What follows belongs to an exercise in optimizing a design on an open flow for small area; a production flow would make more cautious choices. Power figures rest on the tool's default switching activity, not on a simulated workload.

==> flow/design.v <==
`timescale 1ns/1ps
module lidar_system_top (
    input  wire clk,
    input  wire rst,
    input  wire rx,
    output wire tx,
    output wire [15:0] dbg_max_idx,
    output wire [15:0] dbg_min_idx,
    output wire [15:0] dbg_max_dist,
    output wire [15:0] dbg_min_dist,
    output wire [15:0] dbg_obs_alert,
    output wire [15:0] dbg_max_angle,
    output wire [15:0] dbg_min_angle,
    output wire        dbg_angle_done
);
    localparam [15:0] K36 = 16'd36000;
    localparam [15:0] K29 = 16'd29536;           
    reg  [7:0] pre;
    wire       ptick = (pre == 8'd216);
    always @(posedge clk) pre <= (rst || ptick) ? 8'd0 : pre + 8'd1;
    reg  [3:0] ph;
    always @(posedge clk) ph <= rst ? 4'd0 : ph + 4'd1;
    wire p0  = (ph == 4'd0);
    wire p15 = (ph == 4'd15);
    reg        rxs;
    reg        rbusy;
    reg  [5:0] rq;
    reg        rpend;
    wire rsamp = ptick && rbusy && (rq[1:0] == 2'd1);
    always @(posedge clk) rxs <= rx;
    always @(posedge clk) begin
        if (rst) rbusy <= 1'b0;
        else if (ptick) begin
            if (!rbusy) rbusy <= !rxs;
            else if (rsamp && (rq[5:2] == 4'd9)) rbusy <= 1'b0;
        end
    end
    always @(posedge clk) begin
        if (!rbusy) rq <= 6'd0;
        else if (ptick) rq <= rq + 6'd1;
    end
    localparam [3:0] J_IDLE = 4'd0, J_RXBIT = 4'd1, J_COPY = 4'd2, J_ADJ = 4'd3,
                     J_SPAN = 4'd4, J_ADD36 = 4'd5, J_SHIFT = 4'd6, J_CMP = 4'd7,
                     J_SAMP = 4'd8;
    localparam [3:0] P_H1 = 4'd0, P_H2 = 4'd1, P_CT = 4'd2, P_F0 = 4'd3, P_F1 = 4'd4,
                     P_L0 = 4'd5, P_L1 = 4'd6, P_S0 = 4'd7, P_S1 = 4'd8;
    reg  [3:0] js;
    reg  [3:0] st;
    reg  [7:0] ct;
    reg  [7:0] idx;
    reg [15:0] rsh, acc, delta;
    reg        c, ge, sub, neg, gt, lt;
    reg        done;
    reg [15:0] max_dist, min_dist, max_angle, min_angle, obs;
    reg  [7:0] max_idx, min_idx;
    wire op_rxbit = (js == J_RXBIT);
    wire op_copy  = (js == J_COPY);
    wire op_adj   = (js == J_ADJ);
    wire op_span  = (js == J_SPAN);
    wire op_add36 = (js == J_ADD36);
    wire op_shift = (js == J_SHIFT);
    wire op_cmp   = (js == J_CMP);
    wire op_samp  = (js == J_SAMP);
    wire [7:0] byte_in = {rsh[0], rsh[15:9]};
    wire [7:0] idx_inc = idx + 8'd1;
    wire       is_last = (idx_inc == ct);
    wire       first   = (idx == 8'd0);
    wire       last    = (st == P_H1);            
    wire       pow2 = (ct != 8'd0) && ((ct & (ct - 8'd1)) == 8'd0);
    wire [2:0] kk   = pow2 ? {|ct[7:4], ct[7] | ct[6] | ct[3] | ct[2], ct[7] | ct[5] | ct[3] | ct[1]}
                           : 3'd0;
    wire       doshift = (idx[2:0] != kk);
    wire k36b = K36[ph];
    wire k29b = K29[ph];
    wire cin  = p0 ? op_span : c;
    wire fa_a = (op_copy || op_span) ? rsh[0] : op_add36 ? delta[0] : acc[0];
    wire fa_b = op_adj ? k29b : op_span ? ~acc[0] : op_add36 ? k36b : op_samp ? delta[0] : 1'b0;
    wire sum  = fa_a ^ fa_b ^ cin;
    wire cout = (fa_a & fa_b) | (cin & (fa_a ^ fa_b));
    wire ge_new = (sum != k36b) ? sum : (p0 | ge);    
    wire gt_new = (rsh[0] != max_dist[0]) ? rsh[0]       : (!p0 & gt);
    wire lt_new = (rsh[0] != min_dist[0]) ? min_dist[0]  : (!p0 & lt);
    wire max_angle_in = gt ? acc[0] : max_angle[0];
    wire min_angle_in = lt ? acc[0] : min_angle[0];
    always @(posedge clk) begin
        c  <= cout;
        ge <= ge_new;
        rsh   <= {op_rxbit ? (p15 ? rxs : rsh[1]) : rsh[0], rsh[15:1]};
        acc   <= {(op_samp && last) ? max_angle_in : (op_copy || op_adj || op_samp) ? sum : acc[0],
                  acc[15:1]};
        delta <= {(op_samp && last) ? min_angle_in : (op_span || op_add36) ? sum :
                  (op_shift && doshift) ? (p15 ? neg : delta[1]) : delta[0], delta[15:1]};
        if (op_cmp) begin
            gt <= gt_new | (p15 & first);
            lt <= lt_new | (p15 & first);
        end
    end
    always @(posedge clk) begin
        if (rst) begin
            st    <= P_H1;
            js    <= J_IDLE;
            rpend <= 1'b0;
            done  <= 1'b0;
        end else begin
            if (rsamp && (rq[5:2] != 4'd0)) rpend <= 1'b1;
            done <= 1'b0;
            if (p15) begin
                case (js)
                    J_IDLE: if (rpend) begin
                        rpend <= 1'b0;
                        if (rbusy) js <= J_RXBIT;
                        else begin
                            case (st)
                                P_H1: if (byte_in == 8'h55) st <= P_H2;
                                P_H2: if (byte_in == 8'hAA) st <= P_CT;
                                      else if (byte_in != 8'h55) st <= P_H1;
                                P_CT: st <= P_F0;
                                P_F0: st <= P_F1;
                                P_F1: begin st <= P_L0; js <= J_COPY; end
                                P_L0: st <= P_L1;
                                P_L1: begin st <= P_S0; js <= J_SPAN; end
                                P_S0: st <= P_S1;
                                P_S1: begin st <= is_last ? P_H1 : P_S0; js <= J_CMP; end
                                default: st <= P_H1;
                            endcase
                        end
                    end
                    J_SPAN:  js <= cout ? J_SHIFT : J_ADD36;
                    J_ADD36: js <= J_SHIFT;
                    J_SHIFT: if (!doshift) js <= sub ? J_ADJ : J_IDLE;
                    J_CMP:   js <= J_SAMP;
                    J_SAMP:  begin
                        js   <= (!last && !sub && (cout || neg || ge_new)) ? J_ADJ : J_IDLE;
                        done <= last;
                    end
                    default: js <= J_IDLE;
                endcase
            end
        end
    end
    always @(posedge clk) begin
        if (p15 && js == J_IDLE && rpend && !rbusy && st == P_CT) ct <= byte_in;
        if (p15 && op_copy) sub <= ge_new;
        if (p15 && op_adj)  sub <= 1'b1;
        if (p15 && op_span && cout) neg <= 1'b0;
        if (p15 && op_add36) neg <= ~cout;
        if (p15 && js == J_IDLE && st == P_L1) idx <= 8'd0;
        else if (op_shift && p15) idx <= doshift ? idx_inc : 8'd0;
        else if (op_samp && (p0 || (last && idx[7:4] == 4'd0))) idx <= idx_inc;
        if (op_samp && idx[7:4] == 4'd0) begin
            if (p0) obs <= {~|rsh[15:10], obs[15:1]};
            else if (last) obs <= {1'b0, obs[15:1]};
        end
        if (op_samp && p0) begin
            if (gt) max_idx <= idx;
            if (lt) min_idx <= idx;
        end
        if (op_cmp || op_samp) begin
            max_dist <= {(op_samp && gt) ? rsh[0] : max_dist[0], max_dist[15:1]};
            min_dist <= {(op_samp && lt) ? rsh[0] : min_dist[0], min_dist[15:1]};
        end
        if (op_samp) begin
            max_angle <= {max_angle_in, max_angle[15:1]};
            min_angle <= {min_angle_in, min_angle[15:1]};
        end
    end
    reg       tact;
    reg [1:0] tbyte;
    reg [3:0] tbit;
    reg [1:0] tq;
    wire      tend = ptick && (tbit == 4'd8) && (tq == 2'd3);
    always @(posedge clk) begin
        if (rst) tact <= 1'b0;
        else if (done) tact <= 1'b1;
        else if (tend && (tbyte == 2'd3)) tact <= 1'b0;
    end
    always @(posedge clk) begin
        if (!tact) begin
            tbit  <= 4'd14;
            tq    <= 2'd3;
            tbyte <= 2'd0;
        end else if (tend) begin
            tbit  <= 4'd15;
            tq    <= 2'd0;
            tbyte <= tbyte + 2'd1;
        end else if (ptick) begin
            {tbit, tq} <= {tbit, tq} + 6'd1;
        end
    end
    reg        tnext, tcur;
    wire [3:0] tnidx = {tbyte[0], tbit[2:0] + 3'd1};
    always @(posedge clk) begin
        if (ph == tnidx) tnext <= tbyte[1] ? delta[0] : acc[0];
        if (ptick && tq == 2'd3) tcur <= tnext;
    end
    assign tx = ~tact | (tbit[3] ? ~&tbit[2:0] : tcur);
    assign dbg_max_idx    = {8'd0, max_idx};
    assign dbg_min_idx    = {8'd0, min_idx};
    assign dbg_max_dist   = max_dist;
    assign dbg_min_dist   = min_dist;
    assign dbg_obs_alert  = obs;
    assign dbg_max_angle  = max_angle;
    assign dbg_min_angle  = min_angle;
    assign dbg_angle_done = done;
endmodule
==> flow/config.mk <==
export PLATFORM = sky130hd
export DESIGN_NAME = lidar_system_top
export DESIGN_NICKNAME = lidar_system_top
export VERILOG_FILES = /design/flow/design.v
export SDC_FILE = /design/flow/constraint.sdc
export NUM_CORES = 4
export LEC_CHECK = 0
export CAP_MARGIN = 20
export CORE_MARGIN = 2
export CORE_UTILIZATION = 40
export PLACE_DENSITY = 0.6
export SLEW_MARGIN = 20
==> flow/constraint.sdc <==
create_clock -name core_clock -period 10.0 [get_ports {clk}]
set_input_delay 2.0000 -clock core_clock [delete_from_list [all_inputs] [get_ports {clk}]]
set_output_delay 2.0000 -clock core_clock [all_outputs]
set_load 0.01 [all_outputs]
standard.sh (not shown) runs the stock make flow with config.mk's settings and CLKGATE_MAP_FILE= SYNTH_SCRIPT=/design/flow/synth_recipe.tcl, a recipe that flattens the netlist after the stock synthesis.
==> flow/flow/run.sh <==
#!/bin/bash
# Standard synthesis, then the standard ORFS steps with two changes:
#  - port buffers use sky130_fd_sc_hd__buf_1
#  - clock tree: small buffers and sink clusters, no dummy loads
set -euo pipefail
bash standard.sh synth > synth.log 2>&1
export BUFFER_PORTS_ARGS="-buffer_cell sky130_fd_sc_hd__buf_1"
export CTS_ARGS="-sink_clustering_enable -repair_clock_nets -dont_use_dummy_load -buf_list sky130_fd_sc_hd__clkbuf_8 -root_buf sky130_fd_sc_hd__clkbuf_16 -sink_clustering_size 20 -sink_clustering_max_diameter 60"
bash standard.sh finish > finish.log 2>&1
Edit:
==> flow/flow/run.sh (replaced) <==
#!/bin/bash
# Standard synthesis, then the standard ORFS steps with two changes:
#  - port buffers use sky130_fd_sc_hd__buf_1
#  - clock tree: small buffers and sink clusters, no dummy loads
set -euo pipefail
bash standard.sh synth > synth.log 2>&1
export BUFFER_PORTS_ARGS="-buffer_cell sky130_fd_sc_hd__buf_1"
export CTS_ARGS="-sink_clustering_enable -repair_clock_nets -dont_use_dummy_load -buf_list sky130_fd_sc_hd__clkbuf_4 -root_buf sky130_fd_sc_hd__clkbuf_8 -sink_clustering_size 10 -sink_clustering_max_diameter 40"
bash standard.sh finish > finish.log 2>&1
- ABC_AREA: default -> 1
=> The new run produced a clean layout. Worst setup slack improved by 0.047 ns. Power drops by 3.2%. Routed wire length barely changes. Core utilization climbs by 0.19 points. Non-clock buffer count drops by 4. Global-route usage climbs by 0.49 points. Cell area climbs by 0.44%. Final cell count climbs by 13%. Clock power drops by 5.0%.
Edit:
- ABC_AREA: 1 -> default
- CORE_UTILIZATION: 40 -> 60
- PLACE_DENSITY: 0.6 -> 0.75
The changed run finished clean.
Worst hold slack improved by 0.057 ns.
Core utilization grows by 22 points.
Die area is lower by a quarter to a third.
Critical path depth goes up by 2.
Via count fell by a few percent.
Cell count shrinks by about a fifth.
Flip-flop and latch count is unchanged.
Non-clock buffer count grows by 4.
Cell area falls slightly.
Edit:
- CORE_UTILIZATION: 60 -> 40
- PLACE_DENSITY: 0.75 -> 0.6
=>
- total power came out higher by about 1%
- global-route usage drops by 6.1 points
- wire length goes up by about 3.2%
- cell count came out higher by 10%
- setup slack got worse by 0.12 ns
- die area came out higher by 48%
- via count falls by 2.2%
- count of clock-buffer cells in the layout rose by 1
No functional check of the RTL was part of any run of this note.

what the ideal ports hide:
The results above use ideal ports. As a check the final layouts listed here were re-extracted and re-timed, cells and wires unchanged.
Step 1 sets driving cells, clkbuf_16 on the clock port and buf_2 on the other inputs (assumed; they add their load-dependent delay and slew).
Step 2 moves the port delays by t, midway between the first and last clock arrival at a register: inputs arrive t later, outputs are due t later. That takes back most of the time a late clock gives input paths.
a / b / c = ideal ports / drivers / drivers and shift; a / b = the first two.
| run | t, ns | slack for setup (ns) | worst hold slack (ns) |
|---|---|---|---|
| the first run | 0.490 | 6.346 / 6.302 / 6.525 | 0.318 / 0.318 / 0.318 |
| the second run | 0.539 | 6.393 / 6.354 / 6.839 | 0.276 / 0.276 / 0.276 |
| the third run | 0.516 | 6.409 / 6.372 / 6.500 | 0.334 / 0.334 / 0.334 |
| the fourth run | 0.540 | 6.290 / 6.249 / 6.458 | 0.296 / 0.296 / 0.296 |
After both steps setup and hold are still met in every run listed.
